This is an optimization exercise on Yosys and OpenROAD, whose aim is small area, not a production implementation.
RTL that was checked went through simulation tests only; none was proved equivalent to the original.
Power is estimated from default activity; no workload was simulated.

== wip/nickel ==
## sequencer
module sequencer(
    input  logic CLK100MHZ,
    input  logic rst,
    input  logic BTNU, BTND, BTNL, BTNR, BTNC, CPU_RESETN,
    input  logic SW15,SW14,SW13,SW12,SW11,SW10,SW9,SW8,SW7,SW6,SW5,SW4,SW3,SW2,SW1,SW0,
    output logic [15:0] LED,
    output logic LED16_R,
    output logic LED17_R, LED17_G, LED17_B,
    output logic [7:0] AN,
    output logic DP,CG,CF,CE,CD,CC,CB,CA,
    output logic AUD_PWM,
    output logic AUD_SD
);
==> flow/config.mk <==
export PLATFORM = sky130hd
export DESIGN_NAME = sequencer
export DESIGN_NICKNAME = sequencer
export VERILOG_FILES = /design/flow/design.v
export SDC_FILE = /design/flow/constraint.sdc
export NUM_CORES = 4
export LEC_CHECK = 0
export ABC_AREA = 1
export CAP_MARGIN = 20
export CORE_AREA = 10 10 320 320
export DIE_AREA = 0 0 330 330
export SLEW_MARGIN = 20
==> flow/constraint.sdc <==
create_clock -name core_clock -period 10.0 [get_ports {CLK100MHZ}]
set_input_delay 2.0000 -clock core_clock [delete_from_list [all_inputs] [get_ports {CLK100MHZ}]]
set_output_delay 2.0000 -clock core_clock [all_outputs]
set_load 0.01 [all_outputs]
run.sh (not shown) runs the stock make flow with config.mk's settings and CLKGATE_MAP_FILE= SYNTH_SCRIPT=/design/flow/synth_recipe.tcl, a recipe that flattens the netlist after the stock synthesis.
wip/nickel finished every stage and its layout cleared the timing, DRC and antenna checks.
Modified inputs, wip/juniper compared to wip/nickel
- CORE_AREA: 10 10 320 320 -> 10 10 190 190
- CTS_CLUSTER_SIZE: unset -> 10
- DIE_AREA: 0 0 330 330 -> 0 0 200 200
- CTS_BUF_LIST: unset -> sky130_fd_sc_hd__clkbuf_4 sky130_fd_sc_hd__clkbuf_8
- CTS_CLUSTER_DIAMETER: unset -> 50
Notes after the runs:
wip/juniper reports a higher total number of H-tree levels than wip/nickel does. wip/juniper: first-pass GRT wire length lower than wip/nickel. Summary: with wip/nickel as the reference, cell area in wip/juniper moved down by a little under 10%. Diff wip/nickel -> wip/juniper: number of buffers other than clock buffers in the final layout increased by 1 relative to the old numbers, clock network power share shrank by 7.3 points, combinational logic power comparable, sequential fraction of total cell area climbed 2.9 points, final total power saw a decrease.
Setup changes, wip/juniper to wip/sierra
- changing CTS_BUF_LIST from sky130_fd_sc_hd__clkbuf_4 sky130_fd_sc_hd__clkbuf_8 to sky130_fd_sc_hd__clkbuf_4
- removing CTS_CLUSTER_SIZE (formerly 10)
- removing CTS_CLUSTER_DIAMETER (formerly 50)
==> comparison <==
- Reported for wip/juniper and wip/sierra, top-level port count turned out identical to the last digit.
- Comparing wip/juniper against wip/sierra, there is no change at all in hold violation count in the final report.
- Delta(cell count, wip/sierra - wip/juniper) > 0
- Going from wip/juniper to wip/sierra, worst setup margin went down, layout-stage area growth over the synthesis result higher, number of diodes added for antenna fixing rose by 1, clock skew went up by 0.0091 ns.
- Per the comparison of wip/sierra with wip/juniper, share of power burned in combinational logic went down by 0.2 points, ratio of final minimum period to clock period increased 0.31 points, final routed wirelength across all metal layers increased about 1.1%, part of the power in registers decreased 2.6 points.
What wip/cedar does differently from wip/sierra at the input level:
- CTS_CLUSTER_SIZE: unset -> 15
- CTS_BUF_LIST: sky130_fd_sc_hd__clkbuf_4 -> sky130_fd_sc_hd__clkbuf_8
- CTS_CLUSTER_DIAMETER: unset -> 60
==> comparison <==
Every run (wip/cedar and wip/sierra) finished clean. Total routing usage reported by global routing ended up 0.37 points lower on wip/cedar than on wip/sierra. Taking wip/sierra as the reference, in wip/cedar clock buffer count from CTS decreased 46, multi-input gate share of total cell area moved up, power share of the sequential group went up, number of inserted filler cells in the final layout lost 12, net count reported at finish went down 2.3%. The higher number of antenna cells inserted of wip/cedar and wip/sierra is in wip/sierra. Final design area excluding fillers: wip/cedar better than wip/sierra.
No functional check of the RTL was part of any run of this note.


sequencer, a different RTL version from the one above (not shown whole).
For scale: about 1300 cells after synthesis, ~62 I/O pins.
export LEC_CHECK = 0
export ABC_AREA = 1
export CAP_MARGIN = 5
export CORE_AREA = 10 10 190 190
export DIE_AREA = 0 0 200 200
export SLEW_MARGIN = 5
create_clock -name core_clock -period 10.0 [get_ports {CLK100MHZ}]
standard.sh (not shown) runs the stock make flow with config.mk's settings and CLKGATE_MAP_FILE= SYNTH_SCRIPT=/design/flow/synth_recipe.tcl, a recipe that flattens the netlist after the stock synthesis.
==> flow/flow/run.sh <==
#!/bin/bash
# Own layout flow: the standard flow (standard.sh: the standard synthesis script and ORFS's
# make targets) with three changes:
# - ABC maps the combinational logic for area (resyn2 twice, &dch -f, &nf) instead of ORFS's
#   area script (dch; map -B 0.9; buffer).  It runs after the flip-flops are mapped, so the registers,
#   their names and cells are the standard synthesis's.
# - the port buffers are sky130_fd_sc_hd__buf_1 (buffer_ports would pick a larger cell);
# - clock tree synthesis uses the standard arguments, clkbuf_8 buffers, clusters of at most
#   15 sinks, and no dummy loads.
# Every tool's output goes to the ORFS logs under orfs/logs and to make_finish.log here.
set -euo pipefail
work=$(pwd)
rm -rf "$work/scripts_local"
cp -r "$FLOW_HOME/scripts" "$work/scripts_local"
cat > "$work/scripts_local/abc_area.script" <<'ABC'
strash
balance; rewrite; refactor; balance; rewrite; rewrite -z; balance; refactor -z; rewrite -z; balance
balance; rewrite; refactor; balance; rewrite; rewrite -z; balance; refactor -z; rewrite -z; balance
&get -n
&dch -f
&nf -R 1000
&put
topo
ABC
bash standard.sh \
  "SCRIPTS_DIR=$work/scripts_local" \
  "BUFFER_PORTS_ARGS=-buffer_cell sky130_fd_sc_hd__buf_1" \
  "CTS_ARGS=-sink_clustering_enable -repair_clock_nets -dont_use_dummy_load -sink_clustering_size 18 -sink_clustering_max_diameter 60 -buf_list sky130_fd_sc_hd__clkbuf_8" \
  finish > make_finish.log 2>&1
The starting point produced a clean layout.
Change:
==> flow/flow/run.sh (replaced) <==
#!/bin/bash
# Own layout flow: the standard flow (standard.sh: the standard synthesis script and ORFS's
# make targets) with three changes:
# - ABC maps the combinational logic for area (resyn2 twice, &deepsyn, &dch -f, &nf) instead of ORFS's
#   area script (dch; map -B 0.9; buffer).  It runs after the flip-flops are mapped, so the registers,
#   their names and cells are the standard synthesis's.
# - the port buffers are sky130_fd_sc_hd__buf_1 (buffer_ports would pick a larger cell);
# - clock tree synthesis uses the standard arguments, clkbuf_4 buffers, clusters of at most
#   8 sinks, and no dummy loads.
# Every tool's output goes to the ORFS logs under orfs/logs and to make_finish.log here.
set -euo pipefail
work=$(pwd)
rm -rf "$work/scripts_local"
cp -r "$FLOW_HOME/scripts" "$work/scripts_local"
cat > "$work/scripts_local/abc_area.script" <<'ABC'
strash
balance; rewrite; refactor; balance; rewrite; rewrite -z; balance; refactor -z; rewrite -z; balance
balance; rewrite; refactor; balance; rewrite; rewrite -z; balance; refactor -z; rewrite -z; balance
&get -n
&deepsyn -T 30
&dch -f
&nf -R 1000
&put
topo
ABC
bash standard.sh \
  "SCRIPTS_DIR=$work/scripts_local" \
  "BUFFER_PORTS_ARGS=-buffer_cell sky130_fd_sc_hd__buf_1" \
  "CTS_ARGS=-sink_clustering_enable -repair_clock_nets -dont_use_dummy_load -sink_clustering_size 8 -sink_clustering_max_diameter 40 -buf_list sky130_fd_sc_hd__clkbuf_4" \
  finish > make_finish.log 2>&1
- CAP_MARGIN: 5 -> 0
- CORE_AREA: 10 10 190 190 -> 8 8 157 157
- DIE_AREA: 0 0 200 200 -> 0 0 165 165
- SLEW_MARGIN: 5 -> 0
Outcome: Utilization increases by 17 points. Design area decreases by 4.9%. Non-clock buffer count decreases by 4. Wire length decreases by 2.1%. First-iteration DRC count increases by 31%.

afterwards: timing with drivers on the ports:
The flow's constraints put no driver on any port. The routed layouts listed below were extracted and timed again, unchanged, in two steps. Step 1 sets driving cells, clkbuf_16 on the clock port and buf_2 on the other inputs (assumed; they add their load-dependent delay and slew). Step 2 times the ports against the registers' clock, not the clock port: input delays grow and output delays shrink by t, the midpoint of the rising clock arrivals with the driver on. Slacks: no drivers / after step 1 / after step 2; pairs: no drivers / after step 1.
run	shift t [ns]	setup slack, ns	clock arrival spread, ns	slew at the worst register clock pin (ns)
wip/nickel	0.621	0.795 / 0.795 / 0.795	0.059 / 0.059	0.07 / 0.07
wip/juniper	0.579	0.985 / 0.985 / 0.985	0.034 / 0.034	0.07 / 0.07
wip/sierra	0.686	0.954 / 0.954 / 0.954	0.042 / 0.042	0.07 / 0.07
wip/cedar	0.633	0.988 / 0.988 / 0.988	0.053 / 0.053	0.10 / 0.10
the first run of note 2	0.565	0.520 / 0.520 / 0.520	0.151 / 0.150	0.10 / 0.10
the second run of note 2	0.631	0.563 / 0.563 / 0.563	0.109 / 0.109	0.09 / 0.09
After both steps setup and hold are still met in every run listed.
